What follows belongs to an exercise in optimizing a design on an open flow for small area; a production flow would make more cautious choices. RTL that was checked went through simulation tests only; none was proved equivalent to the original. Power is estimated from default activity; no workload was simulated.

==> flow/design.v (excerpt) <==
module calc(clk, rst, validIn, dataIn, dataOut);
input clk, rst, validIn;
input  [15:0] dataIn;
output [15:0] dataOut;
reg [1:0] state;
reg [15:0] num1;
reg [15:0] dataOut;
wire inA = ~state[1] & ~state[0];
wire inB = state[0];
wire inC = state[1];
wire opAdd = dataOut[0];
wire isOp  = (dataIn[15:2] == 14'd0);
wire isInc  = isOp & dataIn[1] & dataIn[0];
wire selN   = (inB & ~(validIn & isInc)) | (inC & ~validIn);
wire selX   = inA | (inC & validIn & ~opAdd);
wire selOne = validIn & ((inC & opAdd) | (inB & isInc));
wire [15:0] mb;
assign mb[0] = (selN & num1[0]) | (selX & dataIn[0]) | selOne;
genvar gj;
generate for (gj = 1; gj < 16; gj = gj + 1) begin : g_mb
    ao22 u_mb (.a(selN), .b(num1[gj]), .c(selX), .d(dataIn[gj]), .y(mb[gj]));
end endgenerate
wire injHi = inC & opAdd;
wire injLo = inB | (inC & opAdd);
wire [15:0] prodN;
    wire pp_0_0;
    nd2 u_pp_0_0 (.a(num1[0]), .b(mb[0]), .y(pp_0_0));
    wire pp_1_0;
    nd2 u_pp_1_0 (.a(num1[1]), .b(mb[0]), .y(pp_1_0));
    wire pp_2_0;
    nd2 u_pp_2_0 (.a(num1[2]), .b(mb[0]), .y(pp_2_0));
    wire pp_3_0;
    nd2 u_pp_3_0 (.a(num1[3]), .b(mb[0]), .y(pp_3_0));
    wire pp_4_0;
    nd2 u_pp_4_0 (.a(num1[4]), .b(mb[0]), .y(pp_4_0));
    wire pp_5_0;
    nd2 u_pp_5_0 (.a(num1[5]), .b(mb[0]), .y(pp_5_0));
    wire pp_6_0;
    nd2 u_pp_6_0 (.a(num1[6]), .b(mb[0]), .y(pp_6_0));
    wire pp_7_0;
    nd2 u_pp_7_0 (.a(num1[7]), .b(mb[0]), .y(pp_7_0));
    wire pp_8_0;
    nd2 u_pp_8_0 (.a(num1[8]), .b(mb[0]), .y(pp_8_0));
    wire pp_9_0;
    nd2 u_pp_9_0 (.a(num1[9]), .b(mb[0]), .y(pp_9_0));
    wire pp_10_0;
    nd2 u_pp_10_0 (.a(num1[10]), .b(mb[0]), .y(pp_10_0));
    wire pp_11_0;
    nd2 u_pp_11_0 (.a(num1[11]), .b(mb[0]), .y(pp_11_0));
    wire pp_12_0;
    nd2 u_pp_12_0 (.a(num1[12]), .b(mb[0]), .y(pp_12_0));
    wire pp_13_0;
    nd2 u_pp_13_0 (.a(num1[13]), .b(mb[0]), .y(pp_13_0));
    wire pp_14_0;
    nd2 u_pp_14_0 (.a(num1[14]), .b(mb[0]), .y(pp_14_0));
    wire pp_15_0;
    nd2 u_pp_15_0 (.a(num1[15]), .b(mb[0]), .y(pp_15_0));
    wire pp_0_1;
    ao22n u_pp_0_1 (.a(num1[0]), .b(mb[1]), .c(dataIn[1]), .d(injHi), .y(pp_0_1));
    wire pp_1_1;
    ao22n u_pp_1_1 (.a(num1[1]), .b(mb[1]), .c(dataIn[2]), .d(injHi), .y(pp_1_1));
    wire pp_2_1;
  ...
Size: roughly 410 cells after synthesis, ~34 flip-flops, ~35 I/O pins, about 0.0043 mm2 of cells after synthesis.
Settings: LEC_CHECK=0, CAP_MARGIN=0, CORE_MARGIN=2, CORE_UTILIZATION=40, CTS_BUF_LIST=sky130_fd_sc_hd__clkbuf_8, SLEW_MARGIN=0, SYNTH_HIERARCHICAL=1; clock period 8.0 ns.
standard.sh (not shown) runs the stock make flow with config.mk's settings and CLKGATE_MAP_FILE= SYNTH_SCRIPT=/design/flow/synth_recipe.tcl, a recipe that flattens the netlist after the stock synthesis.
==> flow/flow/run.sh <==
#!/bin/bash
# Layout flow: the standard layout (standard.sh) with two changes:
# - the port buffers that global placement puts on every input and output
#   port are made from the smallest buffer cell (the resizer still upsizes
#   any that needs more drive);
# - clock tree synthesis adds no dummy loads (they only balance the leaf
#   buffers' loads and take area).
# Every tool's output goes to standard.log here, and ORFS's own logs.
export BUFFER_PORTS_ARGS="-buffer_cell sky130_fd_sc_hd__buf_1"
export CTS_ARGS="-sink_clustering_enable -repair_clock_nets -buf_list sky130_fd_sc_hd__clkbuf_8 -dont_use_dummy_load"
bash standard.sh finish > standard.log 2>&1
Then changed:
--- a/flow/design.v
+++ b/flow/design.v
@@ -54,41 +54,41 @@
     nd2 u_pp_13_0 (.a(num1[13]), .b(mb[0]), .y(pp_13_0));
     wire pp_14_0;
     nd2 u_pp_14_0 (.a(num1[14]), .b(mb[0]), .y(pp_14_0));
     wire pp_15_0;
     nd2 u_pp_15_0 (.a(num1[15]), .b(mb[0]), .y(pp_15_0));
     wire pp_0_1;
-    ao22n u_pp_0_1 (.a(num1[0]), .b(mb[1]), .c(dataIn[1]), .d(injHi), .y(pp_0_1));
+    assign pp_0_1 = ~((num1[0] & mb[1]) | (dataIn[1] & injHi));
     wire pp_1_1;
-    ao22n u_pp_1_1 (.a(num1[1]), .b(mb[1]), .c(dataIn[2]), .d(injHi), .y(pp_1_1));
+    assign pp_1_1 = ~((num1[1] & mb[1]) | (dataIn[2] & injHi));
     wire pp_2_1;
-    ao22n u_pp_2_1 (.a(num1[2]), .b(mb[1]), .c(dataIn[3]), .d(injHi), .y(pp_2_1));
+    assign pp_2_1 = ~((num1[2] & mb[1]) | (dataIn[3] & injHi));
     wire pp_3_1;
-    ao22n u_pp_3_1 (.a(num1[3]), .b(mb[1]), .c(dataIn[4]), .d(injHi), .y(pp_3_1));
+    assign pp_3_1 = ~((num1[3] & mb[1]) | (dataIn[4] & injHi));
     wire pp_4_1;
-    ao22n u_pp_4_1 (.a(num1[4]), .b(mb[1]), .c(dataIn[5]), .d(injHi), .y(pp_4_1));
+    assign pp_4_1 = ~((num1[4] & mb[1]) | (dataIn[5] & injHi));
     wire pp_5_1;
-    ao22n u_pp_5_1 (.a(num1[5]), .b(mb[1]), .c(dataIn[6]), .d(injHi), .y(pp_5_1));
+    assign pp_5_1 = ~((num1[5] & mb[1]) | (dataIn[6] & injHi));
     wire pp_6_1;
-    ao22n u_pp_6_1 (.a(num1[6]), .b(mb[1]), .c(dataIn[7]), .d(injHi), .y(pp_6_1));
+    assign pp_6_1 = ~((num1[6] & mb[1]) | (dataIn[7] & injHi));
     wire pp_7_1;
-    ao22n u_pp_7_1 (.a(num1[7]), .b(mb[1]), .c(dataIn[8]), .d(injHi), .y(pp_7_1));
+    assign pp_7_1 = ~((num1[7] & mb[1]) | (dataIn[8] & injHi));
     wire pp_8_1;
-    ao22n u_pp_8_1 (.a(num1[8]), .b(mb[1]), .c(dataIn[9]), .d(injHi), .y(pp_8_1));
+    assign pp_8_1 = ~((num1[8] & mb[1]) | (dataIn[9] & injHi));
     wire pp_9_1;
-    ao22n u_pp_9_1 (.a(num1[9]), .b(mb[1]), .c(dataIn[10]), .d(injHi), .y(pp_9_1));
+    assign pp_9_1 = ~((num1[9] & mb[1]) | (dataIn[10] & injHi));
     wire pp_10_1;
-    ao22n u_pp_10_1 (.a(num1[10]), .b(mb[1]), .c(dataIn[11]), .d(injHi), .y(pp_10_1));
+    assign pp_10_1 = ~((num1[10] & mb[1]) | (dataIn[11] & injHi));
     wire pp_11_1;
-    ao22n u_pp_11_1 (.a(num1[11]), .b(mb[1]), .c(dataIn[12]), .d(injHi), .y(pp_11_1));
+    assign pp_11_1 = ~((num1[11] & mb[1]) | (dataIn[12] & injHi));
     wire pp_12_1;
-    ao22n u_pp_12_1 (.a(num1[12]), .b(mb[1]), .c(dataIn[13]), .d(injHi), .y(pp_12_1));
+    assign pp_12_1 = ~((num1[12] & mb[1]) | (dataIn[13] & injHi));
     wire pp_13_1;
-    ao22n u_pp_13_1 (.a(num1[13]), .b(mb[1]), .c(dataIn[14]), .d(injHi), .y(pp_13_1));
+    assign pp_13_1 = ~((num1[13] & mb[1]) | (dataIn[14] & injHi));
     wire pp_14_1;
-    ao22n u_pp_14_1 (.a(num1[14]), .b(mb[1]), .c(dataIn[15]), .d(injHi), .y(pp_14_1));
+    assign pp_14_1 = ~((num1[14] & mb[1]) | (dataIn[15] & injHi));
     wire pp_0_2;
     nd2 u_pp_0_2 (.a(num1[0]), .b(mb[2]), .y(pp_0_2));
     wire pp_1_2;
     nd2 u_pp_1_2 (.a(num1[1]), .b(mb[2]), .y(pp_1_2));
     wire pp_2_2;
     nd2 u_pp_2_2 (.a(num1[2]), .b(mb[2]), .y(pp_2_2));
@@ -572,29 +572,19 @@
     wire s231, c232;
     fa u_s231 (.a(s87), .b(s89), .c(c230), .s(s231), .co(c232));
     wire s233, c234;
     fa u_s233 (.a(s107), .b(s109), .c(c232), .s(s233), .co(c234));
     wire s235, c236;
     fa u_s235 (.a(c110), .b(s131), .c(c234), .s(s235), .co(c236));
-    wire s237;
-    xn2 u_s237 (.a(c132), .b(s155), .y(s237));
-    wire c238 = c132 | s155;
+    wire s237, c238;
+    fa u_s237 (.a(c132), .b(s155), .c(c236), .s(s237), .co(c238));
     wire s239, c240;
     fa u_s239 (.a(c156), .b(s181), .c(c238), .s(s239), .co(c240));
     wire s241;
     xn2 u_s241 (.a(s210), .b(c240), .y(s241));
-    wire s242 = c132 ^ s155;
-    wire c243 = c132 & s155;
-    wire s244, c245;
-    fa u_s244 (.a(c156), .b(s181), .c(c243), .s(s244), .co(c245));
-    wire s246;
-    xn2 u_s246 (.a(s210), .b(c245), .y(s246));
-    wire m247 = c236 ? s237 : s242;
-    wire m248 = c236 ? s239 : s244;
-    wire m249 = c236 ? s241 : s246;
-    assign prodN = {m249, m248, m247, s235, s233, s231, s229, s227, s225, s223, s221, s219, s217, s215, s213, s211};
+    assign prodN = {s241, s239, s237, s235, s233, s231, s229, s227, s225, s223, s221, s219, s217, s215, s213, s211};
 wire selRes = inC | (inB & isOp & dataIn[1]);
 wire [1:0] stn = inB ? (isOp ? (dataIn[1] ? 2'b00 : 2'b10) : 2'b01) : (inC ? 2'b00 : 2'b01);
 wire ld    = validIn & ~rst;
 wire sResN = ~(ld & selRes);
 wire sIn   = ld & ~selRes;
 wire sOld  = ~validIn & ~rst;
The new run ran to the end with no violations. Critical path depth stays the same. Final area came out higher by 1.6%. Global-route usage came out higher by 0.55 points. Cell count goes down by about 0.32%. Clock power hardly moves. Hold slack hardly moves. Register-to-register slack gets worse by 130 ps. Worst setup slack got worse by 150 ps.
No functional check of the RTL was part of the second run of this note.

static timing again, ports no longer ideal:
In the flow no input, the clock included, has a driving cell. The finished layouts below were timed again as built, in two steps.
Step 1 sets driving cells, clkbuf_16 on the clock port and buf_2 on the other inputs (assumed; they add their load-dependent delay and slew).
Step 2 moves the port delays by t, midway between the first and last clock arrival at a register: inputs arrive t later, outputs are due t later. That takes back most of the time a late clock gives input paths.
a / b / c = ideal ports / drivers / drivers and shift; a / b = the first two.
| run | t (ns) | slack for setup (ns) | latest minus earliest clock arrival (ns) |
|---|---|---|---|
| the first run | 0.325 | 0.245 / 0.258 / -0.067 | 0.026 / 0.026 |
| the second run | 0.312 | 0.096 / 0.090 / -0.223 | 0.023 / 0.023 |
With both steps, setup timing fails in the first run and the second run, where it was met with ideal ports. The setup slack of the second run, which loses most, moves by -0.006 ns with the drivers and by -0.319 ns with both steps.
